What follows belongs to an exercise in optimizing a design on an open flow for small area; a production flow would make more cautious choices. Function was checked by simulation only, so behaviour that the tests miss may differ from the original.

===== run.sh =====
#!/bin/bash
# synth_recipe.tcl (not shown) runs the flow's synth.tcl, then flattens the netlist and writes it again
# the make line also repeats each setting of config.mk as NAME=value (left out here)
make -C /OpenROAD-flow-scripts/flow DESIGN_CONFIG=/design/flow/config.mk WORK_HOME=/design/flow/orfs CLKGATE_MAP_FILE= SYNTH_SCRIPT=/design/flow/synth_recipe.tcl finish

===== config.mk =====
export PLATFORM = sky130hd
export DESIGN_NAME = nonuniform_top_v0
export DESIGN_NICKNAME = nonuniform_top_v0
export VERILOG_FILES = /design/flow/design.v
export SDC_FILE = /design/flow/constraint.sdc
export NUM_CORES = 4
export LEC_CHECK = 0
export CAP_MARGIN = 20
export CORE_MARGIN = 2
export CORE_UTILIZATION = 40
export PLACE_DENSITY = 0.6
export SLEW_MARGIN = 20
export SYNTH_HIERARCHICAL = 1
export SYNTH_MINIMUM_KEEP_SIZE = 0

===== constraint.sdc =====
create_clock -name core_clock -period 10.0 [get_ports {i_clk}]
set_input_delay 2.0000 -clock core_clock [delete_from_list [all_inputs] [get_ports {i_clk}]]
set_output_delay 2.0000 -clock core_clock [all_outputs]
set_load 0.01 [all_outputs]

===== design.v =====
module nuc_mul (input [14:0] k, input [15:0] d, output [30:0] p);
wire pp1;
wire pp2;
wire pp3;
wire pp4;
wire pp5;
wire pp6;
wire pp7;
wire pp8;
wire pp9;
wire pp10;
wire pp11;
wire pp12;
wire pp13;
wire pp14;
wire pp15;
wire pp16;
wire pp17;
wire pp18;
wire pp19;
wire pp20;
wire pp21;
wire pp22;
wire pp23;
wire pp24;
wire pp25;
wire pp26;
wire pp27;
wire pp28;
wire pp29;
wire pp30;
wire pp31;
wire pp32;
wire pp33;
wire pp34;
wire pp35;
wire pp36;
wire pp37;
wire pp38;
wire pp39;
wire pp40;
wire pp41;
wire pp42;
wire pp43;
wire pp44;
wire pp45;
wire pp46;
wire pp47;
wire pp48;
wire pp49;
wire pp50;
wire pp51;
wire pp52;
wire pp53;
wire pp54;
wire pp55;
wire pp56;
wire pp57;
wire pp58;
wire pp59;
wire pp60;
wire pp61;
wire pp62;
wire pp63;
wire pp64;
wire pp65;
wire pp66;
wire pp67;
wire pp68;
wire pp69;
wire pp70;
wire pp71;
wire pp72;
wire pp73;
wire pp74;
wire pp75;
wire pp76;
wire pp77;
wire pp78;
wire pp79;
wire pp80;
wire pp81;
wire pp82;
wire pp83;
wire pp84;
wire pp85;
wire pp86;
wire pp87;
wire pp88;
wire pp89;
wire pp90;
wire pp91;
wire pp92;
wire pp93;
wire pp94;
wire pp95;
wire pp96;
wire pp97;
wire pp98;
wire pp99;
wire pp100;
wire pp101;
wire pp102;
wire pp103;
wire pp104;
wire pp105;
wire pp106;
wire pp107;
wire pp108;
wire pp109;
wire pp110;
wire pp111;
wire pp112;
wire pp113;
wire pp114;
wire pp115;
wire pp116;
wire pp117;
wire pp118;
wire pp119;
wire pp120;
wire pp121;
wire pp122;
wire pp123;
wire pp124;
wire pp125;
wire pp126;
wire pp127;
wire pp128;
wire pp129;
wire pp130;
wire pp131;
wire pp132;
wire pp133;
wire pp134;
wire pp135;
wire pp136;
wire pp137;
wire pp138;
wire pp139;
wire pp140;
wire pp141;
wire pp142;
wire pp143;
wire pp144;
wire pp145;
wire pp146;
wire pp147;
wire pp148;
wire pp149;
wire pp150;
wire pp151;
wire pp152;
wire pp153;
wire pp154;
wire pp155;
wire pp156;
wire pp157;
wire pp158;
wire pp159;
wire pp160;
wire pp161;
wire pp162;
wire pp163;
wire pp164;
wire pp165;
wire pp166;
wire pp167;
wire pp168;
wire pp169;
wire pp170;
wire pp171;
wire pp172;
wire pp173;
wire pp174;
wire pp175;
wire pp176;
wire pp177;
wire pp178;
wire pp179;
wire pp180;
wire pp181;
wire pp182;
wire pp183;
wire pp184;
wire pp185;
wire pp186;
wire pp187;
wire pp188;
wire pp189;
wire pp190;
wire pp191;
wire pp192;
wire pp193;
wire pp194;
wire pp195;
wire pp196;
wire pp197;
wire pp198;
wire pp199;
wire pp200;
wire pp201;
wire pp202;
wire pp203;
wire pp204;
wire pp205;
wire pp206;
wire pp207;
wire pp208;
wire pp209;
wire pp210;
wire pp211;
wire pp212;
wire pp213;
wire pp214;
wire pp215;
wire pp216;
wire pp217;
wire pp218;
wire pp219;
wire pp220;
wire pp221;
wire pp222;
wire pp223;
wire pp224;
wire pp225;
wire pp226;
wire pp227;
wire pp228;
wire pp229;
wire pp230;
wire pp231;
wire pp232;
wire pp233;
wire pp234;
wire pp235;
wire pp236;
wire pp237;
wire pp238;
wire pp239;
wire pp240;
wire s241;
wire c242;
wire s243;
wire c244;
wire s245;
wire c246;
wire s247;
wire c248;
wire s249;
wire c250;
wire s251;
wire c252;
wire s253;
wire c254;
wire s255;
wire c256;
wire s257;
wire c258;
wire s259;
wire c260;
wire s261;
wire c262;
wire s263;
wire c264;
wire s265;
wire c266;
wire s267;
wire c268;
wire s269;
wire c270;
wire s271;
wire c272;
wire s273;
wire c274;
wire s275;
wire c276;
wire s277;
wire c278;
wire s279;
wire c280;
wire s281;
wire c282;
wire s283;
wire c284;
wire s285;
wire c286;
wire s287;
wire c288;
wire s289;
wire c290;
wire s291;
wire c292;
wire s293;
wire c294;
wire s295;
wire c296;
wire s297;
wire c298;
wire s299;
wire c300;
wire s301;
wire c302;
wire s303;
wire c304;
wire s305;
wire c306;
wire s307;
wire c308;
wire s309;
wire c310;
wire s311;
wire c312;
wire s313;
wire c314;
wire s315;
wire c316;
wire s317;
wire c318;
wire s319;
wire c320;
wire s321;
wire c322;
wire s323;
wire c324;
wire s325;
wire c326;
wire s327;
wire c328;
wire s329;
wire c330;
wire s331;
wire c332;
wire s333;
wire c334;
wire s335;
wire c336;
wire s337;
wire c338;
wire s339;
wire c340;
wire s341;
wire c342;
wire s343;
wire c344;
wire s345;
wire c346;
wire s347;
wire c348;
wire s349;
wire c350;
wire s351;
wire c352;
wire s353;
wire c354;
wire s355;
wire c356;
wire s357;
wire c358;
wire s359;
wire c360;
wire s361;
wire c362;
wire s363;
wire c364;
wire s365;
wire c366;
wire s367;
wire c368;
wire s369;
wire c370;
wire s371;
wire c372;
wire s373;
wire c374;
wire s375;
wire c376;
wire s377;
wire c378;
wire s379;
wire c380;
wire s381;
wire c382;
wire s383;
wire c384;
wire s385;
wire c386;
wire s387;
wire c388;
wire s389;
wire c390;
wire s391;
wire c392;
wire s393;
wire c394;
wire s395;
wire c396;
wire s397;
wire c398;
wire s399;
wire c400;
wire s401;
wire c402;
wire s403;
wire c404;
wire s405;
wire c406;
wire s407;
wire c408;
wire s409;
wire c410;
wire s411;
wire c412;
wire s413;
wire c414;
wire s415;
wire c416;
wire s417;
wire c418;
wire s419;
wire c420;
wire s421;
wire c422;
wire s423;
wire c424;
wire s425;
wire c426;
wire s427;
wire c428;
wire s429;
wire c430;
wire s431;
wire c432;
wire s433;
wire c434;
wire s435;
wire c436;
wire s437;
wire c438;
wire s439;
wire c440;
wire s441;
wire c442;
wire s443;
wire c444;
wire s445;
wire c446;
wire s447;
wire c448;
wire s449;
wire c450;
wire s451;
wire c452;
wire s453;
wire c454;
wire s455;
wire c456;
wire s457;
wire c458;
wire s459;
wire c460;
wire s461;
wire c462;
wire s463;
wire c464;
wire s465;
wire c466;
wire s467;
wire c468;
wire s469;
wire c470;
wire s471;
wire c472;
wire s473;
wire c474;
wire s475;
wire c476;
wire s477;
wire c478;
wire s479;
wire c480;
wire s481;
wire c482;
wire s483;
wire c484;
wire s485;
wire c486;
wire s487;
wire c488;
wire s489;
wire c490;
wire s491;
wire c492;
wire s493;
wire c494;
wire s495;
wire c496;
wire s497;
wire c498;
wire s499;
wire c500;
wire s501;
wire c502;
wire s503;
wire c504;
wire s505;
wire c506;
wire s507;
wire c508;
wire s509;
wire c510;
wire s511;
wire c512;
wire s513;
wire c514;
wire s515;
wire c516;
wire s517;
wire c518;
wire s519;
wire c520;
wire s521;
wire c522;
wire s523;
wire c524;
wire s525;
wire c526;
wire s527;
wire c528;
wire s529;
wire c530;
wire s531;
wire c532;
wire s533;
wire c534;
wire s535;
wire c536;
wire s537;
wire c538;
wire s539;
wire c540;
wire s541;
wire c542;
wire s543;
wire c544;
wire s545;
wire c546;
wire s547;
wire c548;
wire s549;
wire c550;
wire s551;
wire c552;
wire s553;
wire c554;
wire s555;
wire c556;
wire s557;
wire c558;
wire s559;
wire c560;
wire s561;
wire c562;
wire s563;
wire c564;
wire s565;
wire c566;
wire s567;
wire c568;
wire s569;
wire c570;
wire s571;
wire c572;
wire s573;
wire c574;
wire s575;
wire c576;
wire s577;
wire c578;
wire s579;
wire c580;
wire s581;
wire c582;
wire s583;
wire c584;
wire s585;
wire c586;
wire s587;
wire c588;
wire s589;
wire c590;
wire s591;
wire c592;
wire s593;
wire c594;
wire s595;
wire c596;
wire s597;
wire c598;
wire s599;
wire c600;
wire s601;
wire c602;
wire s603;
wire c604;
wire s605;
wire c606;
wire s607;
wire c608;
wire s609;
wire c610;
wire s611;
wire c612;
wire s613;
wire c614;
wire s615;
wire c616;
wire s617;
wire c618;
wire s619;
wire c620;
wire s621;
wire c622;
wire s623;
wire c624;
wire s625;
wire c626;
wire s627;
wire c628;
wire s629;
wire c630;
wire s631;
wire c632;
assign pp1 = ~(k[0] & d[0]);
assign pp2 = ~(k[0] & d[1]);
assign pp3 = ~(k[0] & d[2]);
assign pp4 = ~(k[0] & d[3]);
assign pp5 = ~(k[0] & d[4]);
assign pp6 = ~(k[0] & d[5]);
assign pp7 = ~(k[0] & d[6]);
assign pp8 = ~(k[0] & d[7]);
assign pp9 = ~(k[0] & d[8]);
assign pp10 = ~(k[0] & d[9]);
assign pp11 = ~(k[0] & d[10]);
assign pp12 = ~(k[0] & d[11]);
assign pp13 = ~(k[0] & d[12]);
assign pp14 = ~(k[0] & d[13]);
assign pp15 = ~(k[0] & d[14]);
assign pp16 = k[0] & d[15];
assign pp17 = ~(k[1] & d[0]);
assign pp18 = ~(k[1] & d[1]);
assign pp19 = ~(k[1] & d[2]);
assign pp20 = ~(k[1] & d[3]);
assign pp21 = ~(k[1] & d[4]);
assign pp22 = ~(k[1] & d[5]);
assign pp23 = ~(k[1] & d[6]);
assign pp24 = ~(k[1] & d[7]);
assign pp25 = ~(k[1] & d[8]);
assign pp26 = ~(k[1] & d[9]);
assign pp27 = ~(k[1] & d[10]);
assign pp28 = ~(k[1] & d[11]);
assign pp29 = ~(k[1] & d[12]);
assign pp30 = ~(k[1] & d[13]);
assign pp31 = ~(k[1] & d[14]);
assign pp32 = k[1] & d[15];
assign pp33 = ~(k[2] & d[0]);
assign pp34 = ~(k[2] & d[1]);
assign pp35 = ~(k[2] & d[2]);
assign pp36 = ~(k[2] & d[3]);
assign pp37 = ~(k[2] & d[4]);
assign pp38 = ~(k[2] & d[5]);
assign pp39 = ~(k[2] & d[6]);
assign pp40 = ~(k[2] & d[7]);
assign pp41 = ~(k[2] & d[8]);
assign pp42 = ~(k[2] & d[9]);
assign pp43 = ~(k[2] & d[10]);
assign pp44 = ~(k[2] & d[11]);
assign pp45 = ~(k[2] & d[12]);
assign pp46 = ~(k[2] & d[13]);
assign pp47 = ~(k[2] & d[14]);
assign pp48 = k[2] & d[15];
assign pp49 = ~(k[3] & d[0]);
assign pp50 = ~(k[3] & d[1]);
assign pp51 = ~(k[3] & d[2]);
assign pp52 = ~(k[3] & d[3]);
assign pp53 = ~(k[3] & d[4]);
assign pp54 = ~(k[3] & d[5]);
assign pp55 = ~(k[3] & d[6]);
assign pp56 = ~(k[3] & d[7]);
assign pp57 = ~(k[3] & d[8]);
assign pp58 = ~(k[3] & d[9]);
assign pp59 = ~(k[3] & d[10]);
assign pp60 = ~(k[3] & d[11]);
assign pp61 = ~(k[3] & d[12]);
assign pp62 = ~(k[3] & d[13]);
assign pp63 = ~(k[3] & d[14]);
assign pp64 = k[3] & d[15];
assign pp65 = ~(k[4] & d[0]);
assign pp66 = ~(k[4] & d[1]);
assign pp67 = ~(k[4] & d[2]);
assign pp68 = ~(k[4] & d[3]);
assign pp69 = ~(k[4] & d[4]);
assign pp70 = ~(k[4] & d[5]);
assign pp71 = ~(k[4] & d[6]);
assign pp72 = ~(k[4] & d[7]);
assign pp73 = ~(k[4] & d[8]);
assign pp74 = ~(k[4] & d[9]);
assign pp75 = ~(k[4] & d[10]);
assign pp76 = ~(k[4] & d[11]);
assign pp77 = ~(k[4] & d[12]);
assign pp78 = ~(k[4] & d[13]);
assign pp79 = ~(k[4] & d[14]);
assign pp80 = k[4] & d[15];
assign pp81 = ~(k[5] & d[0]);
assign pp82 = ~(k[5] & d[1]);
assign pp83 = ~(k[5] & d[2]);
assign pp84 = ~(k[5] & d[3]);
assign pp85 = ~(k[5] & d[4]);
assign pp86 = ~(k[5] & d[5]);
assign pp87 = ~(k[5] & d[6]);
assign pp88 = ~(k[5] & d[7]);
assign pp89 = ~(k[5] & d[8]);
assign pp90 = ~(k[5] & d[9]);
assign pp91 = ~(k[5] & d[10]);
assign pp92 = ~(k[5] & d[11]);
assign pp93 = ~(k[5] & d[12]);
assign pp94 = ~(k[5] & d[13]);
assign pp95 = ~(k[5] & d[14]);
assign pp96 = k[5] & d[15];
assign pp97 = ~(k[6] & d[0]);
assign pp98 = ~(k[6] & d[1]);
assign pp99 = ~(k[6] & d[2]);
assign pp100 = ~(k[6] & d[3]);
assign pp101 = ~(k[6] & d[4]);
assign pp102 = ~(k[6] & d[5]);
assign pp103 = ~(k[6] & d[6]);
assign pp104 = ~(k[6] & d[7]);
assign pp105 = ~(k[6] & d[8]);
assign pp106 = ~(k[6] & d[9]);
assign pp107 = ~(k[6] & d[10]);
assign pp108 = ~(k[6] & d[11]);
assign pp109 = ~(k[6] & d[12]);
assign pp110 = ~(k[6] & d[13]);
assign pp111 = ~(k[6] & d[14]);
assign pp112 = k[6] & d[15];
assign pp113 = ~(k[7] & d[0]);
assign pp114 = ~(k[7] & d[1]);
assign pp115 = ~(k[7] & d[2]);
assign pp116 = ~(k[7] & d[3]);
assign pp117 = ~(k[7] & d[4]);
assign pp118 = ~(k[7] & d[5]);
assign pp119 = ~(k[7] & d[6]);
assign pp120 = ~(k[7] & d[7]);
assign pp121 = ~(k[7] & d[8]);
assign pp122 = ~(k[7] & d[9]);
assign pp123 = ~(k[7] & d[10]);
assign pp124 = ~(k[7] & d[11]);
assign pp125 = ~(k[7] & d[12]);
assign pp126 = ~(k[7] & d[13]);
assign pp127 = ~(k[7] & d[14]);
assign pp128 = k[7] & d[15];
assign pp129 = ~(k[8] & d[0]);
assign pp130 = ~(k[8] & d[1]);
assign pp131 = ~(k[8] & d[2]);
assign pp132 = ~(k[8] & d[3]);
assign pp133 = ~(k[8] & d[4]);
assign pp134 = ~(k[8] & d[5]);
assign pp135 = ~(k[8] & d[6]);
assign pp136 = ~(k[8] & d[7]);
assign pp137 = ~(k[8] & d[8]);
assign pp138 = ~(k[8] & d[9]);
assign pp139 = ~(k[8] & d[10]);
assign pp140 = ~(k[8] & d[11]);
assign pp141 = ~(k[8] & d[12]);
assign pp142 = ~(k[8] & d[13]);
assign pp143 = ~(k[8] & d[14]);
assign pp144 = k[8] & d[15];
assign pp145 = ~(k[9] & d[0]);
assign pp146 = ~(k[9] & d[1]);
assign pp147 = ~(k[9] & d[2]);
assign pp148 = ~(k[9] & d[3]);
assign pp149 = ~(k[9] & d[4]);
assign pp150 = ~(k[9] & d[5]);
assign pp151 = ~(k[9] & d[6]);
assign pp152 = ~(k[9] & d[7]);
assign pp153 = ~(k[9] & d[8]);
assign pp154 = ~(k[9] & d[9]);
assign pp155 = ~(k[9] & d[10]);
assign pp156 = ~(k[9] & d[11]);
assign pp157 = ~(k[9] & d[12]);
assign pp158 = ~(k[9] & d[13]);
assign pp159 = ~(k[9] & d[14]);
assign pp160 = k[9] & d[15];
assign pp161 = ~(k[10] & d[0]);
assign pp162 = ~(k[10] & d[1]);
assign pp163 = ~(k[10] & d[2]);
assign pp164 = ~(k[10] & d[3]);
assign pp165 = ~(k[10] & d[4]);
assign pp166 = ~(k[10] & d[5]);
assign pp167 = ~(k[10] & d[6]);
assign pp168 = ~(k[10] & d[7]);
assign pp169 = ~(k[10] & d[8]);
assign pp170 = ~(k[10] & d[9]);
assign pp171 = ~(k[10] & d[10]);
assign pp172 = ~(k[10] & d[11]);
assign pp173 = ~(k[10] & d[12]);
assign pp174 = ~(k[10] & d[13]);
assign pp175 = ~(k[10] & d[14]);
assign pp176 = k[10] & d[15];
assign pp177 = ~(k[11] & d[0]);
assign pp178 = ~(k[11] & d[1]);
assign pp179 = ~(k[11] & d[2]);
assign pp180 = ~(k[11] & d[3]);
assign pp181 = ~(k[11] & d[4]);
assign pp182 = ~(k[11] & d[5]);
assign pp183 = ~(k[11] & d[6]);
assign pp184 = ~(k[11] & d[7]);
assign pp185 = ~(k[11] & d[8]);
assign pp186 = ~(k[11] & d[9]);
assign pp187 = ~(k[11] & d[10]);
assign pp188 = ~(k[11] & d[11]);
assign pp189 = ~(k[11] & d[12]);
assign pp190 = ~(k[11] & d[13]);
assign pp191 = ~(k[11] & d[14]);
assign pp192 = k[11] & d[15];
assign pp193 = ~(k[12] & d[0]);
assign pp194 = ~(k[12] & d[1]);
assign pp195 = ~(k[12] & d[2]);
assign pp196 = ~(k[12] & d[3]);
assign pp197 = ~(k[12] & d[4]);
assign pp198 = ~(k[12] & d[5]);
assign pp199 = ~(k[12] & d[6]);
assign pp200 = ~(k[12] & d[7]);
assign pp201 = ~(k[12] & d[8]);
assign pp202 = ~(k[12] & d[9]);
assign pp203 = ~(k[12] & d[10]);
assign pp204 = ~(k[12] & d[11]);
assign pp205 = ~(k[12] & d[12]);
assign pp206 = ~(k[12] & d[13]);
assign pp207 = ~(k[12] & d[14]);
assign pp208 = k[12] & d[15];
assign pp209 = ~(k[13] & d[0]);
assign pp210 = ~(k[13] & d[1]);
assign pp211 = ~(k[13] & d[2]);
assign pp212 = ~(k[13] & d[3]);
assign pp213 = ~(k[13] & d[4]);
assign pp214 = ~(k[13] & d[5]);
assign pp215 = ~(k[13] & d[6]);
assign pp216 = ~(k[13] & d[7]);
assign pp217 = ~(k[13] & d[8]);
assign pp218 = ~(k[13] & d[9]);
assign pp219 = ~(k[13] & d[10]);
assign pp220 = ~(k[13] & d[11]);
assign pp221 = ~(k[13] & d[12]);
assign pp222 = ~(k[13] & d[13]);
assign pp223 = ~(k[13] & d[14]);
assign pp224 = k[13] & d[15];
assign pp225 = ~(k[14] & d[0]);
assign pp226 = ~(k[14] & d[1]);
assign pp227 = ~(k[14] & d[2]);
assign pp228 = ~(k[14] & d[3]);
assign pp229 = ~(k[14] & d[4]);
assign pp230 = ~(k[14] & d[5]);
assign pp231 = ~(k[14] & d[6]);
assign pp232 = ~(k[14] & d[7]);
assign pp233 = ~(k[14] & d[8]);
assign pp234 = ~(k[14] & d[9]);
assign pp235 = ~(k[14] & d[10]);
assign pp236 = ~(k[14] & d[11]);
assign pp237 = ~(k[14] & d[12]);
assign pp238 = ~(k[14] & d[13]);
assign pp239 = ~(k[14] & d[14]);
assign pp240 = k[14] & d[15];
nuc_han u242 (pp14, pp29, s241, c242);
nuc_fa u244 (pp15, pp30, pp45, s243, c244);
nuc_han u246 (pp60, pp75, s245, c246);
nuc_fa u248 (pp16, pp31, pp46, s247, c248);
nuc_fa u250 (pp61, pp76, pp91, s249, c250);
nuc_han u252 (pp106, pp121, s251, c252);
nuc_fa u254 (pp32, pp47, pp62, s253, c254);
nuc_fa u256 (pp77, pp92, pp107, s255, c256);
nuc_fa u258 (pp48, pp63, pp78, s257, c258);
nuc_han u260 (pp10, pp25, s259, c260);
nuc_fa u262 (pp11, pp26, pp41, s261, c262);
nuc_han u264 (pp56, pp71, s263, c264);
nuc_fa u266 (pp12, pp27, pp42, s265, c266);
nuc_fa u268 (pp57, pp72, pp87, s267, c268);
nuc_han u270 (pp102, pp117, s269, c270);
nuc_fa u272 (pp13, pp28, pp43, s271, c272);
nuc_fa u274 (pp58, pp73, pp88, s273, c274);
nuc_fa u276 (pp103, pp118, pp133, s275, c276);
nuc_han u278 (pp148, pp163, s277, c278);
nuc_fa u280 (s241, pp44, pp59, s279, c280);
nuc_fa u282 (pp74, pp89, pp104, s281, c282);
nuc_fa u284 (pp119, pp134, pp149, s283, c284);
nuc_fa u286 (pp164, pp179, pp194, s285, c286);
nuc_fa u288 (s243, s245, pp90, s287, c288);
nuc_fa u290 (pp105, pp120, pp135, s289, c290);
nuc_fa u292 (pp150, pp165, pp180, s291, c292);
nuc_fa u294 (pp195, pp210, pp225, s293, c294);
nuc_fa u296 (s247, s249, s251, s295, c296);
nuc_fa u298 (pp136, pp151, pp166, s297, c298);
nuc_fa u300 (pp181, pp196, pp211, s299, c300);
nuc_fa u302 (pp226, 1'b0, c244, s301, c302);
nuc_fa u304 (s253, s255, pp122, s303, c304);
nuc_fa u306 (pp137, pp152, pp167, s305, c306);
nuc_fa u308 (pp182, pp197, pp212, s307, c308);
nuc_fa u310 (pp227, c248, c250, s309, c310);
nuc_fa u312 (s257, pp93, pp108, s311, c312);
nuc_fa u314 (pp123, pp138, pp153, s313, c314);
nuc_fa u316 (pp168, pp183, pp198, s315, c316);
nuc_fa u318 (pp213, pp228, c254, s317, c318);
nuc_fa u320 (pp64, pp79, pp94, s319, c320);
nuc_fa u322 (pp109, pp124, pp139, s321, c322);
nuc_fa u324 (pp154, pp169, pp184, s323, c324);
nuc_fa u326 (pp199, pp214, pp229, s325, c326);
nuc_fa u328 (pp80, pp95, pp110, s327, c328);
nuc_fa u330 (pp125, pp140, pp155, s329, c330);
nuc_fa u332 (pp170, pp185, pp200, s331, c332);
nuc_fa u334 (pp96, pp111, pp126, s333, c334);
nuc_fa u336 (pp141, pp156, pp171, s335, c336);
nuc_fa u338 (pp112, pp127, pp142, s337, c338);
nuc_han u340 (pp7, pp22, s339, c340);
nuc_fa u342 (pp8, pp23, pp38, s341, c342);
nuc_han u344 (pp53, pp68, s343, c344);
nuc_fa u346 (pp9, pp24, pp39, s345, c346);
nuc_fa u348 (pp54, pp69, pp84, s347, c348);
nuc_han u350 (pp99, pp114, s349, c350);
nuc_fa u352 (s259, pp40, pp55, s351, c352);
nuc_fa u354 (pp70, pp85, pp100, s353, c354);
nuc_fa u356 (pp115, pp130, pp145, s355, c356);
nuc_fa u358 (s261, s263, pp86, s357, c358);
nuc_fa u360 (pp101, pp116, pp131, s359, c360);
nuc_fa u362 (pp146, pp161, c260, s361, c362);
nuc_fa u364 (s265, s267, s269, s363, c364);
nuc_fa u366 (pp132, pp147, pp162, s365, c366);
nuc_fa u368 (pp177, c262, c264, s367, c368);
nuc_fa u370 (s271, s273, s275, s369, c370);
nuc_fa u372 (s277, pp178, pp193, s371, c372);
nuc_fa u374 (c266, c268, c270, s373, c374);
nuc_fa u376 (s279, s281, s283, s375, c376);
nuc_fa u378 (s285, pp209, c272, s377, c378);
nuc_fa u380 (c274, c276, c278, s379, c380);
nuc_fa u382 (s287, s289, s291, s381, c382);
nuc_fa u384 (s293, c242, c280, s383, c384);
nuc_fa u386 (c282, c284, c286, s385, c386);
nuc_fa u388 (s295, s297, s299, s387, c388);
nuc_fa u390 (s301, c246, c288, s389, c390);
nuc_fa u392 (c290, c292, c294, s391, c392);
nuc_fa u394 (s303, s305, s307, s393, c394);
nuc_fa u396 (s309, c252, c296, s395, c396);
nuc_fa u398 (c298, c300, c302, s397, c398);
nuc_fa u400 (s311, s313, s315, s399, c400);
nuc_fa u402 (s317, c256, c304, s401, c402);
nuc_fa u404 (c306, c308, c310, s403, c404);
nuc_fa u406 (s319, s321, s323, s405, c406);
nuc_fa u408 (s325, c258, c312, s407, c408);
nuc_fa u410 (c314, c316, c318, s409, c410);
nuc_fa u412 (s327, s329, s331, s411, c412);
nuc_fa u414 (pp215, pp230, c320, s413, c414);
nuc_fa u416 (c322, c324, c326, s415, c416);
nuc_fa u418 (s333, s335, pp186, s417, c418);
nuc_fa u420 (pp201, pp216, pp231, s419, c420);
nuc_fa u422 (c328, c330, c332, s421, c422);
nuc_fa u424 (s337, pp157, pp172, s423, c424);
nuc_fa u426 (pp187, pp202, pp217, s425, c426);
nuc_fa u428 (pp232, c334, c336, s427, c428);
nuc_fa u430 (pp128, pp143, pp158, s429, c430);
nuc_fa u432 (pp173, pp188, pp203, s431, c432);
nuc_fa u434 (pp218, pp233, c338, s433, c434);
nuc_fa u436 (pp144, pp159, pp174, s435, c436);
nuc_fa u438 (pp189, pp204, pp219, s437, c438);
nuc_fa u440 (pp160, pp175, pp190, s439, c440);
nuc_han u442 (pp5, pp20, s441, c442);
nuc_fa u444 (pp6, pp21, pp36, s443, c444);
nuc_han u446 (pp51, pp66, s445, c446);
nuc_fa u448 (s339, pp37, pp52, s447, c448);
nuc_fa u450 (pp67, pp82, pp97, s449, c450);
nuc_fa u452 (s341, s343, pp83, s451, c452);
nuc_fa u454 (pp98, pp113, c340, s453, c454);
nuc_fa u456 (s345, s347, s349, s455, c456);
nuc_fa u458 (pp129, c342, c344, s457, c458);
nuc_fa u460 (s351, s353, s355, s459, c460);
nuc_fa u462 (c346, c348, c350, s461, c462);
nuc_fa u464 (s357, s359, s361, s463, c464);
nuc_fa u466 (c352, c354, c356, s465, c466);
nuc_fa u468 (s363, s365, s367, s467, c468);
nuc_fa u470 (c358, c360, c362, s469, c470);
nuc_fa u472 (s369, s371, s373, s471, c472);
nuc_fa u474 (c364, c366, c368, s473, c474);
nuc_fa u476 (s375, s377, s379, s475, c476);
nuc_fa u478 (c370, c372, c374, s477, c478);
nuc_fa u480 (s381, s383, s385, s479, c480);
nuc_fa u482 (c376, c378, c380, s481, c482);
nuc_fa u484 (s387, s389, s391, s483, c484);
nuc_fa u486 (c382, c384, c386, s485, c486);
nuc_fa u488 (s393, s395, s397, s487, c488);
nuc_fa u490 (c388, c390, c392, s489, c490);
nuc_fa u492 (s399, s401, s403, s491, c492);
nuc_fa u494 (c394, c396, c398, s493, c494);
nuc_fa u496 (s405, s407, s409, s495, c496);
nuc_fa u498 (c400, c402, c404, s497, c498);
nuc_fa u500 (s411, s413, s415, s499, c500);
nuc_fa u502 (c406, c408, c410, s501, c502);
nuc_fa u504 (s417, s419, s421, s503, c504);
nuc_fa u506 (c412, c414, c416, s505, c506);
nuc_fa u508 (s423, s425, s427, s507, c508);
nuc_fa u510 (c418, c420, c422, s509, c510);
nuc_fa u512 (s429, s431, s433, s511, c512);
nuc_fa u514 (c424, c426, c428, s513, c514);
nuc_fa u516 (s435, s437, pp234, s515, c516);
nuc_fa u518 (c430, c432, c434, s517, c518);
nuc_fa u520 (s439, pp205, pp220, s519, c520);
nuc_fa u522 (pp235, c436, c438, s521, c522);
nuc_fa u524 (pp176, pp191, pp206, s523, c524);
nuc_fa u526 (pp221, pp236, c440, s525, c526);
nuc_fa u528 (pp192, pp207, pp222, s527, c528);
nuc_han u530 (pp4, pp19, s529, c530);
nuc_fa u532 (s441, pp35, pp50, s531, c532);
nuc_fa u534 (s443, s445, pp81, s533, c534);
nuc_fa u536 (s447, s449, c444, s535, c536);
nuc_fa u538 (s451, s453, c448, s537, c538);
nuc_fa u540 (s455, s457, c452, s539, c540);
nuc_fa u542 (s459, s461, c456, s541, c542);
nuc_fa u544 (s463, s465, c460, s543, c544);
nuc_fa u546 (s467, s469, c464, s545, c546);
nuc_fa u548 (s471, s473, c468, s547, c548);
nuc_fa u550 (s475, s477, c472, s549, c550);
nuc_fa u552 (s479, s481, c476, s551, c552);
nuc_fa u554 (s483, s485, c480, s553, c554);
nuc_fa u556 (s487, s489, c484, s555, c556);
nuc_fa u558 (s491, s493, c488, s557, c558);
nuc_fa u560 (s495, s497, c492, s559, c560);
nuc_fa u562 (s499, s501, c496, s561, c562);
nuc_fa u564 (s503, s505, c500, s563, c564);
nuc_fa u566 (s507, s509, c504, s565, c566);
nuc_fa u568 (s511, s513, c508, s567, c568);
nuc_fa u570 (s515, s517, c512, s569, c570);
nuc_fa u572 (s519, s521, c516, s571, c572);
nuc_fa u574 (s523, s525, c520, s573, c574);
nuc_fa u576 (s527, pp237, c524, s575, c576);
nuc_fa u578 (pp208, pp223, pp238, s577, c578);
nuc_han u580 (pp3, pp18, s579, c580);
nuc_fa u582 (s529, pp34, pp49, s581, c582);
nuc_fa u584 (s531, pp65, c530, s583, c584);
nuc_fa u586 (s533, c442, c532, s585, c586);
nuc_fa u588 (s535, c446, c534, s587, c588);
nuc_fa u590 (s537, c450, c536, s589, c590);
nuc_fa u592 (s539, c454, c538, s591, c592);
nuc_fa u594 (s541, c458, c540, s593, c594);
nuc_fa u596 (s543, c462, c542, s595, c596);
nuc_fa u598 (s545, c466, c544, s597, c598);
nuc_fa u600 (s547, c470, c546, s599, c600);
nuc_fa u602 (s549, c474, c548, s601, c602);
nuc_fa u604 (s551, c478, c550, s603, c604);
nuc_fa u606 (s553, c482, c552, s605, c606);
nuc_fa u608 (s555, c486, c554, s607, c608);
nuc_fa u610 (s557, c490, c556, s609, c610);
nuc_fa u612 (s559, c494, c558, s611, c612);
nuc_fa u614 (s561, c498, c560, s613, c614);
nuc_fa u616 (s563, c502, c562, s615, c616);
nuc_fa u618 (s565, c506, c564, s617, c618);
nuc_fa u620 (s567, c510, c566, s619, c620);
nuc_fa u622 (s569, c514, c568, s621, c622);
nuc_fa u624 (s571, c518, c570, s623, c624);
nuc_fa u626 (s573, c522, c572, s625, c626);
nuc_fa u628 (s575, c526, c574, s627, c628);
nuc_fa u630 (s577, c528, c576, s629, c630);
nuc_fa u632 (pp224, pp239, c578, s631, c632);
wire [30:0] ra = {1'b0, pp240, s631, s629, s627, s625, s623, s621, s619, s617, s615, s613, s611, s609, s607, s605, s603, s601, s599, s597, s595, s593, s591, s589, s587, s585, s583, s581, s579, pp2, pp1};
wire [30:0] rb = {1'b1, c632, c630, c628, c626, c624, c622, c620, c618, c616, c614, c612, c610, c608, c606, c604, c602, c600, c598, c596, c594, c592, c590, c588, c586, c584, c582, c580, pp33, pp17, 1'b1};
assign p = ~(ra + rb + 1'b1);
endmodule
module nuc_fa (input a, input b, input c, output s, output co);
assign s = a ^ b ^ c;
assign co = (a & b) | (a & c) | (b & c);
endmodule
module nuc_han (input a, input b, output s, output co);
assign s = ~(a ^ b);
assign co = a | b;
endmodule
`timescale 1ns / 1ps
module nonuniform_top_v0 #(
    parameter IMAGE_WIDE_LENGTH = 256    ,
    parameter IMAGE_HIGH_LENGTH = 192    ,
    parameter ADDRS_DW          = 21     ,
    parameter DW                = 16
) (
    input                               i_rst_n                 ,
    input                               i_clk                   ,
    input   [DW-1:0]                    i_data                  ,
    input                               i_hs                    ,
    input                               i_vs                    ,
    input   [3:0]                       i_clac_b_mean_num       ,
    input                               i_clac_b_en             ,
    input   [ADDRS_DW-1:0]              i_b_addrs               ,
    output                              o_clac_b_done           ,
    input   [3:0]                       i_data_sel              ,
    input   [ADDRS_DW-1:0]              i_k_addrs               ,
    input                               i_init_k_load           ,
    output                              o_bp_type               ,
    output  [DW-1:0]                    o_data                  ,
    output  [DW-1:0]                    o_calc_b_mean_data      ,
    output  [DW-1:0]                    o_center_y16_data       ,
    output  [DW-1:0]                    o_sub_aver_y16          ,
    output                              o_hs                    ,
    output                              o_vs                    ,
    output                              o_mem_wr_start          ,
    output   [ADDRS_DW-1:0]             o_mem_wr_addrs          ,
    output   [ADDRS_DW-1:0]             o_mem_wr_lengths        ,
    output   [DW-1:0]                   o_mem_wr_data           ,
    output                              o_mem_wr_data_vld       ,
    output                              o_mem_rd0_start         ,
    output   [ADDRS_DW-1:0]             o_mem_rd0_addrs         ,
    output   [ADDRS_DW-1:0]             o_mem_rd0_lengths       ,
    input    [DW-1:0]                   i_mem_rd0_data          ,
    output                              o_mem_rd0_data_req      ,
    output                              o_mem_rd1_start         ,
    output   [ADDRS_DW-1:0]             o_mem_rd1_addrs         ,
    output   [ADDRS_DW-1:0]             o_mem_rd1_lengths       ,
    input    [DW-1:0]                   i_mem_rd1_data          ,
    output                              o_mem_rd1_data_req
);
localparam IMAGE_LENGTH = IMAGE_WIDE_LENGTH * IMAGE_HIGH_LENGTH;
reg     [12:0]  vsd;
reg     [10:0]  hsd;
always @(posedge i_clk) begin
    vsd <= {vsd[11:0], i_vs};
    hsd <= {hsd[9:0], i_hs};
end
assign o_vs = vsd[10];
assign o_hs = hsd[10];
wire    pix_vld   = i_hs & i_vs;
wire    frame_end = vsd[12] & ~vsd[11];
assign o_mem_rd0_data_req = pix_vld;
assign o_mem_rd1_data_req = pix_vld;
assign o_mem_rd0_addrs    = i_b_addrs;
assign o_mem_wr_addrs     = i_b_addrs;
assign o_mem_rd1_addrs    = i_k_addrs;
assign o_mem_rd0_lengths  = IMAGE_LENGTH;
assign o_mem_rd1_lengths  = IMAGE_LENGTH;
assign o_mem_wr_lengths   = IMAGE_LENGTH;
reg             rd_start;
reg     [1:0]   sel;             
reg             init_k_load;
always @(posedge i_clk) begin
    rd_start <= frame_end;
    if (frame_end) begin
        case (i_data_sel)
        4'b0010: sel <= 2'd1;
        4'b0100: sel <= 2'd2;
        4'b1000: sel <= 2'd3;
        default: sel <= 2'd0;
        endcase
        init_k_load <= i_init_k_load;
    end
end
assign o_mem_rd1_start = rd_start;
reg             calc_en;         
reg     [DW-1:0] data_dly;
always @(posedge i_clk) begin
    data_dly <= i_data;
end
wire    [DW-1:0]    b_word  = calc_en ? 16'd1 : i_mem_rd0_data;
wire    [14:0]      k_word  = init_k_load ? 15'd8192 : i_mem_rd1_data[14:0];
wire    [DW-1:0]    x_sub_b = data_dly - b_word;
wire    [30:0]      prod;        
reg     [DW-1:0]    y16;
nuc_mul mul_inst (.k(k_word), .d(x_sub_b), .p(prod));
always @(*) begin
    if (!prod[30] && (prod[29] | prod[28]))
        y16 = 16'h7FFF;
    else if (prod[30] && !(prod[29] & prod[28]))
        y16 = 16'h8000;
    else
        y16 = prod[28:13];
end
reg     [DW-1:0]    out_word;
always @(*) begin
    case (sel)
    2'd1:    out_word = data_dly;
    2'd2:    out_word = b_word;
    2'd3:    out_word = {1'b0, k_word};
    default: out_word = y16;
    endcase
end
reg     [DW-1:0]    pipe [0:9];
reg     [9:0]       bp_pipe;
integer i;
always @(posedge i_clk) begin
    pipe[0] <= out_word;
    for (i = 1; i < 10; i = i + 1)
        pipe[i] <= pipe[i-1];
    bp_pipe <= {bp_pipe[8:0], i_mem_rd1_data[DW-1]};
end
assign o_data    = pipe[9];
assign o_bp_type = bp_pipe[9];
reg     [7:0]   hcnt;
reg     [7:0]   vcnt;
wire            line_end = i_hs & (hcnt == 8'd255);
always @(posedge i_clk) begin
    if (!i_vs)
        hcnt <= 8'd0;
    else if (i_hs)
        hcnt <= hcnt + 1'b1;
    if (!i_vs)
        vcnt <= 8'd0;
    else if (line_end && (vcnt != IMAGE_HIGH_LENGTH - 1))
        vcnt <= vcnt + 1'b1;
end
wire    center_in = pix_vld && (hcnt == (IMAGE_WIDE_LENGTH >> 1) - 1)
                            && (vcnt == (IMAGE_HIGH_LENGTH >> 1) - 1);
reg     [3:0]       ccnt;        
reg     [DW-1:0]    center_y16;
reg     [DW-1:0]    center_out;
always @(posedge i_clk) begin
    if (center_in)
        ccnt <= 4'd10;
    else if (ccnt != 4'd0)
        ccnt <= ccnt - 1'b1;
    if (ccnt == 4'd10)
        center_y16 <= y16;
    if (ccnt == 4'd1)
        center_out <= center_y16;
end
assign o_center_y16_data = center_out;
reg     [1:0]   calc_en_dly;
reg             calc_sync;
reg             calc_done;
wire            vs_fall = vsd[1] & ~vsd[0];
wire            vs_rise = ~vsd[1] & vsd[0];
always @(posedge i_clk or negedge i_rst_n) begin
    if (!i_rst_n) begin
        calc_en_dly <= 2'b00;
        calc_sync   <= 1'b0;
        calc_en     <= 1'b0;
    end
    else begin
        calc_en_dly <= {calc_en_dly[0], i_clac_b_en};
        if (vs_fall && calc_sync)
            calc_sync <= 1'b0;
        else if ((calc_en_dly == 2'b01) && !calc_sync)
            calc_sync <= 1'b1;
        if (calc_en && calc_done)
            calc_en <= 1'b0;
        else if (vs_fall && calc_sync)
            calc_en <= 1'b1;
    end
end
reg     [7:0]   start_cnt;
reg     [5:0]   fcnt;
reg             wr_start;
reg             mean_en;
reg             calc_en_d;       
reg     [1:0]   round_d;         
always @(posedge i_clk) begin
    if (!calc_en)
        start_cnt <= 8'h0f;
    else if (i_vs)
        start_cnt <= 8'h00;
    else if (start_cnt != 8'hFF)
        start_cnt <= start_cnt + 8'h01;
    wr_start <= (start_cnt == 8'hF0);
    if (!calc_en)
        fcnt <= 6'd0;
    else if (start_cnt == 8'h0A)
        fcnt <= fcnt + 6'd1;
    case (i_clac_b_mean_num)
    4'b0001: calc_done <= (start_cnt == 8'h0A) && (fcnt > 6'd2 );
    4'b0010: calc_done <= (start_cnt == 8'h0A) && (fcnt > 6'd6 );
    4'b1000: calc_done <= (start_cnt == 8'h0A) && (fcnt > 6'd30);
    default: calc_done <= (start_cnt == 8'h0A) && (fcnt > 6'd14);
    endcase
    if (fcnt == 6'd0)
        mean_en <= 1'b0;
    else if (wr_start) begin
        case (i_clac_b_mean_num)
        4'b0001: if (fcnt == 6'd3 ) mean_en <= 1'b1;
        4'b0010: if (fcnt == 6'd7 ) mean_en <= 1'b1;
        4'b1000: if (fcnt == 6'd3 ) mean_en <= 1'b1;
        default: if (fcnt == 6'd15) mean_en <= 1'b1;
        endcase
    end
    calc_en_d <= calc_en;
    case (i_clac_b_mean_num)
    4'b0001: round_d <= 2'd0;
    4'b0010: round_d <= 2'd1;
    4'b1000: round_d <= 2'd3;
    default: round_d <= 2'd2;
    endcase
end
assign o_clac_b_done   = calc_done;
assign o_mem_wr_start  = wr_start;
assign o_mem_rd0_start = calc_en ? wr_start : rd_start;
wire    [16:0]  add_full = {1'b0, data_dly} + ({15'd0, 2'b10} << round_d);
wire    [14:0]  add_q    = calc_en_d ? add_full[16:2] : 15'd0;
wire    [DW-1:0] rd_word = calc_en ? i_mem_rd0_data : 16'd1;
reg     [DW-1:0] add_sh;
always @(*) begin
    case (i_clac_b_mean_num)
    4'b0001: add_sh = {1'b0, add_q};
    4'b0010: add_sh = {2'b0, add_q[14:1]};
    4'b1000: add_sh = {4'b0, add_q[14:3]};
    default: add_sh = {3'b0, add_q[14:2]};
    endcase
end
reg     [DW-1:0]    wr_data;
always @(posedge i_clk) begin
    wr_data <= add_sh + ((fcnt == 6'd0) ? 16'd0 : rd_word);
end
assign o_mem_wr_data     = wr_data;
assign o_mem_wr_data_vld = hsd[1] & vsd[1];
reg     [31:0]  data_sum;
wire    [31:0]  data_sum_nx;
wire    [32:0]  sum_c;
assign sum_c[0] = 1'b0;
genvar gi;
generate
    for (gi = 0; gi < 32; gi = gi + 1) begin : g_sum
        if (gi < DW) begin : g_fa
            nuc_fa u_fa (.a(data_sum[gi]), .b(wr_data[gi]), .c(sum_c[gi]), .s(data_sum_nx[gi]), .co(sum_c[gi+1]));
        end
        else begin : g_ha
            nuc_ha u_ha (.a(data_sum[gi]), .b(sum_c[gi]), .s(data_sum_nx[gi]), .co(sum_c[gi+1]));
        end
    end
endgenerate
always @(posedge i_clk) begin
    if (vs_rise && calc_en)
        data_sum <= 32'd0;
    else if (mean_en && o_mem_wr_data_vld)
        data_sum <= data_sum_nx;
end
localparam D_IDLE = 2'd0, D_S1 = 2'd1, D_S2 = 2'd2, D_S3 = 2'd3;
reg     [1:0]   dstate;
reg     [4:0]   dcnt;
reg     [1:0]   drem;
reg     [16:0]  dsh;
reg             dvld;
reg     [DW-1:0] mean;
wire    [2:0]   dtrial = {drem, dsh[16]};
wire            dq     = (dtrial >= 3'd3);
wire            dstart = (dstate == D_IDLE) && calc_done;
always @(posedge i_clk) begin
    if (!i_rst_n)
        dstate <= D_IDLE;
    else begin
        case (dstate)
        D_IDLE: if (calc_done) dstate <= D_S1;
        D_S1:   dstate <= D_S2;
        D_S2:   dstate <= (dcnt == 5'd0) ? D_S3 : D_S1;
        default: dstate <= D_IDLE;
        endcase
    end
end
always @(posedge i_clk) begin
    if (dstart)
        dcnt <= 5'd31;
    else if (dstate == D_S2)
        dcnt <= dcnt - 1'b1;
    if (dstart) begin
        drem <= {1'b0, data_sum[31]};
        dsh  <= data_sum[30:14];
    end
    else if ((dstate == D_S2) && (dcnt[4] | (dcnt[3:0] == 4'hF))) begin
        drem <= dq ? (dtrial - 3'd3) : dtrial[1:0];
        dsh  <= {dsh[15:0], dq};
    end
    dvld <= (dstate == D_S3);
    if (dvld)
        mean <= dsh[15:0];
end
assign o_calc_b_mean_data = mean;
wire    [DW:0]  sub_c;
assign sub_c[0] = 1'b1;
generate
    for (gi = 0; gi < DW; gi = gi + 1) begin : g_sub
        nuc_fa u_fa (.a(center_out[gi]), .b(~mean[gi]), .c(sub_c[gi]), .s(o_sub_aver_y16[gi]), .co(sub_c[gi+1]));
    end
endgenerate
endmodule
module nuc_ha (input a, input b, output s, output co);
assign s  = a ^ b;
assign co = a & b;
endmodule

==> results of run 1 <==
[worst max path at each step]
stage                           start  slack (ps)           end
detailed placement  i_mem_rd0_data[0]        -530   pipe[0][10]
floorplan           i_mem_rd0_data[0]          20   pipe[0][11]
CTS                       data_sum[0]          10  data_sum[31]
finish              i_mem_rd0_data[8]         230   pipe[0][11]
global route        i_mem_rd0_data[2]         -60   pipe[0][11]
global placement    i_mem_rd0_data[0]        -410   pipe[0][10]
[state kept, by name (all words and copies together), names as in the netlist, 11 cells and up]
name and count:
data_dly 16, vsd 13, hsd 11, wr_data 16
pipe 160, center_y16 16, mean 16, dsh 17
data_sum 32, center_out 16
[cell type report]
cell class,count,area [um2],area share
tap,696,871,0.0331
inverter,120,450,0.0171
clock inverter,20,241,0.00917
multi-input combinational,1495,12500,0.473
timing repair buffer,333,2970,0.113
clock buffer,47,1000,0.0381
sequential,381,8340,0.317
antenna,2,5.00,0.000190
[routing by layer]
layer / up-vias / global-route usage
met5: - / 0
met4: 0 / 0.0566
met1: 7535 / 0.270
met2: 671 / 0.307
li1: 7324 / -
met3: 122 / 0.0441
[timing repair]
action / in CTS / in global routing
hold buffers: 0 / 0
gates cloned: 0 / 2
gates resized for setup: 5 / 50
setup buffers: 1 / 5
pin swaps: 0 / 30
endpoints found under the setup margin: 2 / 33
[worst register-to-register path, delay by kind of cell (launching register included)]
| family | cells | cell delay (ps) |
|---|---|---|
| AOI/OAI and AO/OA | 1 | 60 |
| adders and majority gates | 32 | 9080 |
| DFF | 1 | 320 |
| and+or+nand+nor | 1 | 60 |
[through the flow]
stage	setup TNS [ps]	util	cells	hold WS [ps]
3_5_place_dp	-13660	0.458	3016	312
5_1_grt	-71.1	0.486	3094	328
6_report	0	0.486	3094	323
4_1_cts	0	0.481	3084	323
2_1_floorplan	0	-	2197	310
3_3_place_gp	-10380	0.458	3016	310
==> impl_metrics.csv, run 1 <==
group,metric,value,unit
run_status,status,"timing/DRC/antenna clean",
worst_setup_path,cpMaxStageDelayCell,"sky130_fd_sc_hd__fa_2",
worst_setup_path,cell_class_contributing_the_biggest_share_of_worst_path_delay,"adder cells",
timing,final_hold_viol_count,0,
worst_setup_path,cp_data_arrival_time,10240,ps
global_route,antenna_found_initial,2,
synthesis,syn_inst,2134,
placed_design,gpl.final_weighted_congestion,0.932,
hold_path,worst_hold_launch,"hsd[9]",
floorplan,ios,320,
timing,post_route_minimum_period,9770,ps
floorplan,core-area,54100,um2
clock_network,worst_skew_pair_latency,540,ps
worst_setup_path,slowest_delay,610,ps
worst_setup_path,worst_r2r_startpoint,"data_sum[0]",
placed_design,hpwlAfterDp,43.1,mm
floorplan,fp-row-count,85,
layout,most_common_cell_after_layout_fill_and_taps_aside,"sky130_fd_sc_hd__nand2_1",
routing,dr.pass1.iters,5,
routing,routedLengthMet1,24.6,mm
layout,final_stage_net_count,2798,
timing,final.setup.worst_slack,229,ps
clock_network,cts-buffers-inserted,37,
routing,avgViaCountPerCell,5.06,
placed_design,preCtsSetupSlack,-533,ps
global_route,number_of_global_route_vias_before_repair,16100,
worst_setup_path,critical_path_depth,31,
placed_design,placed_area,24800,um2
layout,final_cell_mix,"sky130_fd_sc_hd__nand2_1, sky130_fd_sc_hd__dfxtp_1, sky130_fd_sc_hd__fa_1",
floorplan,die_w,238,um
routing,iter_0_drt_violations,940,
global_route,grt_pass1_wl,87.1,mm
layout,fill_cells,4916,
clock_network,cts-root-to-sink-buffers,3,
clock_network,clkTransAtPathRegs,60,ps
routing,vias,15700,
layout,area_overhead_of_the_layout_relative_to_synthesis,19.7,%
global_route,track_usage,0.195,
hold_path,hold_path_depth,0,
worst_setup_path,regToRegSetupSlack,400,ps
synthesis,syn-cell-area,22000,um2
timing,final_setup_violation_count,0,
timing,worst-slew-pin-transition,1060,ps
clock_network,ctsRootBufferMaster,"sky130_fd_sc_hd__clkbuf_16",
synthesis,yosysWarningCount,8,
job,max-cap-violations,0,
worst_setup_path,required_worst_endpoint,10470,ps
routing,post_route_drc,0,
clock_network,clock_tree_from_tritoncts,"built",
clock_network,cts_htree_levels,2,
global_route,grt_start_max_net_pins,33,
worst_setup_path,path_max_fanout,7,
worst_setup_path,startpoint_class,"input port",
floorplan,die_height,238,um
timing,max_slew_vio_count,0,
floorplan,starting_density,0.406,
timing,period_share,0.977,
routing,avgRoutedWirePerCell,18.0,um
clock_network,clkSinkCount,381,
timing,worst_clock_skew,18.7,ps
routing,route.antenna.remaining_nets,0,
layout,final_area,26300,um2
floorplan,dieArea,56900,um2
global_route,grt_overflow_total,0,
timing,relSlewSlack,0.294,
worst_setup_path,type_of_element_capturing_the_critical_path,"flip-flop",
synthesis,syn-mean-instance-area,10.3,um2
worst_setup_path,worst_r2r_path_depth,34,
routing,wl,55.7,mm
worst_setup_path,timing.rr.end,"data_sum[31]",
placed_design,buffer_ports.inserted,151,
routing,routed-wl-met3,4.58,mm
worst_setup_path,critical_path.n_buffers_inverters,4,
worst_setup_path,timing.setup.critical_path_class,"in2reg",
routing,top_layer_used,"met4",
worst_setup_path,worst_path_most_repeated_cell,"sky130_fd_sc_hd__fa_1",
hold_path,min_delay_worst_endpoint,"hsd[10]",
timing,fmaxAchievable,0.102,GHz
hold_path,timing.hold.worst.class,"reg2reg",
layout,fraction_of_final_layout_cells_with_drive_strength_greater_than_1,0.136,
routing,met2_wirelength,25.1,mm
==> run 2, diff against run 1 <==
--- a/config.mk
+++ b/config.mk
@@ -7,7 +7,8 @@
 export LEC_CHECK = 0
-export CAP_MARGIN = 20
+export CAP_MARGIN = 0
 export CORE_MARGIN = 2
 export CORE_UTILIZATION = 40
+export GPL_TIMING_DRIVEN = 0
 export PLACE_DENSITY = 0.6
-export SLEW_MARGIN = 20
+export SLEW_MARGIN = 0
 export SYNTH_HIERARCHICAL = 1
==> impl_metrics.csv, run 2 <==
group,metric,value,unit
run_status,status,"timing/DRC/antenna clean",
layout,final_cell_count_no_fill,3239,
timing,final_setup_violation_count,0,
timing,grt_setup_unrepaired,"yes",
placed_design,hpwlAfterDp,44.4,mm
worst_setup_path,startpoint_class,"input port",
synthesis,syn_inst,2134,
placed_design,preCtsSetupSlack,-2290,ps
routing,wl,57.0,mm
timing,fin_worst_hold_slack,320,ps
routing,dr.pass1.iters,7,
global_route,number_of_global_route_vias_before_repair,16000,
job,max-cap-violations,0,
global_route,antenna_found_initial,1,
layout,final_cell_mix,"sky130_fd_sc_hd__nand2_1, sky130_fd_sc_hd__dfxtp_1, sky130_fd_sc_hd__clkdlybuf4s50_1",
timing,fmaxAchievable,0.101,GHz
timing,fin_setup_tns,0,ps
floorplan,starting_density,0.406,
global_route,grt_overflow_total,0,
worst_setup_path,required_worst_endpoint,10460,ps
floorplan,die_w,238,um
worst_setup_path,worst_r2r_startpoint,"data_sum[0]",
floorplan,ios,320,
layout,fraction_of_final_layout_cells_with_drive_strength_greater_than_1,0.164,
routing,route.antenna.remaining_nets,0,
hold_path,worst_hold_launch,"hsd[0]",
worst_setup_path,startpoint,"i_mem_rd0_data[0]",
routing,post_route_drc,0,
placed_design,placed_area,25300,um2
timing,post_route_minimum_period,9870,ps
floorplan,die_height,238,um
hold_path,timing.hold.worst.class,"reg2reg",
routing,avgRoutedWirePerCell,17.6,um
clock_network,clock_tree_from_tritoncts,"built",
global_route,grt_pass1_wl,87.0,mm
layout,most_common_cell_after_layout_fill_and_taps_aside,"sky130_fd_sc_hd__nand2_1",
worst_setup_path,cp_data_arrival_time,10330,ps
clock_network,cts-root-to-sink-buffers,3,
worst_setup_path,regToRegSetupSlack,360,ps
clock_network,worst_skew_pair_latency,540,ps
layout,max_flop_register,"pipe",
worst_setup_path,worst_path_most_repeated_cell,"sky130_fd_sc_hd__fa_1",
worst_setup_path,type_of_element_capturing_the_critical_path,"flip-flop",
timing,worst_clock_skew,13.9,ps
worst_setup_path,worst_r2r_path_depth,34,
synthesis,yosysWarningCount,8,
layout,final_stage_net_count,2943,
timing,max_slew_vio_count,0,
routing,avgViaCountPerCell,5.00,
clock_network,clkSinkCount,381,
layout,area_overhead_of_the_layout_relative_to_synthesis,26.7,%
worst_setup_path,path_max_fanout,5,
synthesis,syn-mean-instance-area,10.3,um2
clock_network,cts_htree_levels,2,
worst_setup_path,slowest_delay,590,ps
worst_setup_path,cpMaxStageDelayCell,"sky130_fd_sc_hd__fa_1",
timing,final.setup.worst_slack,128,ps
timing,final_hold_viol_count,0,
global_route,grt_start_max_net_pins,19,
layout,antennaDiodeCount,0,
worst_setup_path,timing.rr.end,"data_sum[31]",
synthesis,syn-cell-area,22000,um2
floorplan,core-area,54100,um2
timing,worst-slew-pin-transition,1380,ps
layout,reg_top3,"pipe: 160 flops, data_sum: 32 flops, dsh: 17 flops",
placed_design,gpl.final_weighted_congestion,0.908,
worst_setup_path,timing.setup.critical_path_class,"in2reg",
placed_design,place.detailed.instances,3108,
timing,period_share,0.987,
layout,final_area,27900,um2
clock_network,clkTransAtPathRegs,60,ps
routing,vias,16200,
timing,relSlewSlack,0.0797,
floorplan,dieArea,56900,um2
layout,finalCoreUtilization,0.515,
floorplan,fp-row-count,85,
worst_setup_path,critPathCapture,"pipe[0][3]",
clock_network,cts-buffers-inserted,38,
placed_design,buffer_ports.inserted,214,
global_route,track_usage,0.195,
routing,iter_0_drt_violations,1054,
layout,largest_register_ffs,160,
clock_network,ctsRootBufferMaster,"sky130_fd_sc_hd__clkbuf_16",
## run 2: worst max-delay path, delay by kind of cell
family          cells  cell delay [ps]
buf+inv             4              570
fa+ha+maj           9             3990
simple gates       11             1900
compound gates      7             1300
mux                 1              300
xor+xnor            1              250
## run 2: per-layer routing
layer	vias up	track usage	part of all wire
met5	-	0.00433	0.00032
met3	109	0.0471	0.085
li1	7612	-	-
met1	7811	0.261	0.44
met2	665	0.313	0.45
met4	2	0.0600	0.029
## run 2: worst min-delay path by stage
stage / depth (start not counted) / endpoint
6_report: 0 / hsd[1]
5_1_grt: 0 / pipe[4][4]
4_1_cts: 0 / pipe[1][13]
3_5_place_dp: 0 / pipe[4][0]
3_3_place_gp: 0 / pipe[7][2]
2_1_floorplan: 0 / bp_pipe[1]
## run 2: area by class of cell
type | instances | area [um2]
well taps | 696 | 871
repair buffers | 280 | 2690
inverters | 120 | 450
flip-flops and latches | 381 | 8340
clock inverters | 17 | 244
clock buffers | 53 | 1090
plain buffers | 197 | 1290
multi-input cells | 1495 | 12900
fillers | 4800 | 26300
## run 2: timing repair
item                                    in CTS  in global routing
resized for setup                          100                 91
hold buffers                                 0                  0
gates cloned                                 0                  4
setup buffers                               34                 27
hold endpoints to repair                     0                  0
endpoints found under the setup margin      34                 33
pin swaps                                   40                 58
==> run 3, diff against run 2 <==
--- a/config.mk
+++ b/config.mk
@@ -7,8 +7,7 @@
 export LEC_CHECK = 0
-export CAP_MARGIN = 0
+export CAP_MARGIN = 20
 export CORE_MARGIN = 2
-export CORE_UTILIZATION = 40
-export GPL_TIMING_DRIVEN = 0
-export PLACE_DENSITY = 0.6
-export SLEW_MARGIN = 0
+export CORE_UTILIZATION = 65
+export PLACE_DENSITY = 0.8
+export SLEW_MARGIN = 20
 export SYNTH_HIERARCHICAL = 1
==> impl_metrics.csv, run 3 <==
group,metric,value,unit
floorplan,starting_density,0.657,
global_route,antenna_found_initial,2,
timing,worst_clock_skew,14.1,ps
worst_setup_path,type_of_element_capturing_the_critical_path,"primary output",
routing,avgRoutedWirePerCell,20.0,um
timing,final.setup.worst_slack,204,ps
placed_design,hpwlAfterDp,41.5,mm
routing,wl,56.5,mm
floorplan,core-area,33400,um2
timing,fmaxAchievable,0.102,GHz
clock_network,cts-root-to-sink-buffers,3,
layout,fraction_of_final_layout_cells_with_drive_strength_greater_than_1,0.126,
floorplan,ios,320,
layout,most_common_cell_after_layout_fill_and_taps_aside,"sky130_fd_sc_hd__nand2_1",
run_status,status,"timing/DRC/antenna clean",
worst_setup_path,required_worst_endpoint,8000,ps
timing,worst-slew-pin-transition,909,ps
clock_network,cts-buffers-inserted,38,
global_route,track_usage,0.318,
clock_network,worst_skew_pair_latency,540,ps
worst_setup_path,path_max_fanout,2,
routing,iter_0_drt_violations,1478,
routing,route.antenna.remaining_nets,0,
clock_network,cts_htree_levels,2,
timing,relSlewSlack,0.393,
job,max-cap-violations,0,
floorplan,dieArea,35300,um2
layout,final_stage_net_count,2774,
worst_setup_path,cp_data_arrival_time,7800,ps
timing,final_hold_viol_count,0,
layout,fill_cells,2192,
routing,vias,16300,
timing,period_share,0.980,
placed_design,preCtsSetupSlack,-553,ps
global_route,grt_start_max_net_pins,33,
routing,post_route_drc,0,
placed_design,buffer_ports.inserted,151,
worst_setup_path,regToRegSetupSlack,240,ps
timing,grt_setup_unrepaired,"yes",
global_route,number_of_global_route_vias_before_repair,16400,
layout,area_overhead_of_the_layout_relative_to_synthesis,17.5,%
synthesis,syn_inst,2134,
worst_setup_path,startpoint_class,"flip-flop",
placed_design,placed_area,24300,um2
worst_setup_path,timing.setup.critical_path_class,"reg2out",
placed_design,gpl.final_weighted_congestion,0.972,
clock_network,clkTransAtPathRegs,60,ps
clock_network,ctsRootBufferMaster,"sky130_fd_sc_hd__clkbuf_16",
synthesis,syn-cell-area,22000,um2
clock_network,clkSinkCount,381,
clock_network,clock_tree_from_tritoncts,"built",
timing,fin_worst_hold_slack,313,ps
global_route,grt_pass1_wl,87.0,mm
layout,final_area,25800,um2
synthesis,syn-mean-instance-area,10.3,um2
timing,fin_setup_tns,0,ps
timing,post_route_minimum_period,9800,ps
floorplan,fp-row-count,67,
global_route,grt_overflow_total,0,
hold_path,timing.hold.worst.class,"reg2reg",
routing,met2_wirelength,26.8,mm
floorplan,die_height,188,um
routing,dr.pass1.iters,5,
routing,top_layer_used,"met4",
timing,max_slew_vio_count,0,
timing,final_setup_violation_count,0,
routing,routed-wl-met3,5.59,mm
floorplan,die_w,188,um
layout,final_cell_mix,"sky130_fd_sc_hd__nand2_1, sky130_fd_sc_hd__dfxtp_1, sky130_fd_sc_hd__fa_1",
layout,max_flop_register,"pipe",
routing,routedLengthMet1,21.4,mm
routing,avgViaCountPerCell,5.76,
synthesis,yosysWarningCount,8,
layout,reg_top3,"pipe: 160 flops, data_sum: 32 flops, dsh: 17 flops",
layout,largest_register_ffs,160,
## run 3: through the flow
stage | instances | utilization
after floorplan | 2197 | -
after global placement | 2743 | 0.725
after detailed placement | 2744 | 0.726
after CTS | 2815 | 0.767
after global routing | 2822 | 0.772
final | 2823 | 0.772
## run 3: worst paths after layout
| check | startpoint | to | depth (start not counted) |
|---|---|---|---|
| setup / recovery | center_out[0] | o_sub_aver_y16[15] | 17 |
| hold / removal | vsd[4] | vsd[5] | 0 |
| setup reg to reg | data_sum[0] | data_sum[31] | 34 |
| hold reg to reg | vsd[4] | vsd[5] | 0 |
| max in group asynchronous | i_rst_n | calc_en | 1 |
| min in group asynchronous | i_rst_n | calc_en_dly[1] | 1 |
## run 3: layout make-up
type / instances / area, um2 / share of cell area
clock inverter: 22 / 313 / 0.0121
multi-input combinational: 1495 / 12400 / 0.479
antenna: 1 / 2.50 / 0.0000969
tap: 448 / 561 / 0.0217
clock buffer: 48 / 1050 / 0.0407
sequential: 381 / 8340 / 0.323
inverter: 120 / 450 / 0.0174
timing repair buffer: 308 / 2740 / 0.106
## run 3: timing repair
action	in CTS	in global routing
resized for setup	8	29
setup buffers	1	5
hold buffers	0	0
endpoints found under the setup margin	5	33
pin swaps	1	14
cloned	0	1
## run 3: metal layers
| metal | track usage | vias to the layer above |
|---|---|---|
| met5 | 0 | - |
| met2 | 0.522 | 912 |
| met3 | 0.0745 | 199 |
| met1 | 0.402 | 7863 |
| li1 | - | 7291 |
| met4 | 0.144 | 0 |
## run 3: worst max-delay path: stages, from the launching register on
cell	delay, ps
sky130_fd_sc_hd__edfxtp_1	470
sky130_fd_sc_hd__fa_2	420
sky130_fd_sc_hd__fa_1	390
sky130_fd_sc_hd__fa_2	370
sky130_fd_sc_hd__fa_2	360
sky130_fd_sc_hd__fa_1	390
sky130_fd_sc_hd__fa_1	390
sky130_fd_sc_hd__fa_1	390
sky130_fd_sc_hd__fa_2	360
sky130_fd_sc_hd__fa_2	360
sky130_fd_sc_hd__fa_2	370
sky130_fd_sc_hd__fa_1	410
sky130_fd_sc_hd__fa_1	390
sky130_fd_sc_hd__fa_1	400
sky130_fd_sc_hd__fa_1	390
sky130_fd_sc_hd__fa_1	390
sky130_fd_sc_hd__fa_1	490
sky130_fd_sc_hd__clkdlybuf4s50_1	530

-- afterwards: timing with drivers on the ports --
How much do the figures lean on ideal ports? The routed layouts below were timed once more, with nothing changed but the port constraints.
Step 1, drivers: a clkbuf_16 drives i_clk and a buf_2 each remaining input, both assumed.
Step 2 adds t to the input delays and takes it off the output delays; t is the mean of the earliest and latest rising clock arrival at the registers after step 1. Input paths then give back, and output paths get back, about the clock's delay inside the block.
Slacks: ideal ports / drivers / drivers and shift; pairs: ideal ports / drivers.
run	t (ns)	setup WS [ns]	worst setup path after step 2	worst data-port slew with drivers (ns)
run 1	0.581	0.229 / 0.204 / -0.344	input to register	0.15
run 2	0.583	0.128 / 0.150 / -0.433	input to register	0.06
run 3	0.584	0.204 / 0.151 / -0.314	input to register	0.24
Met with ideal ports but missed after step 2: setup timing in every run listed. For run 1, which loses most, drivers alone change the setup slack by -0.025 ns; drivers and shift together by -0.573 ns.
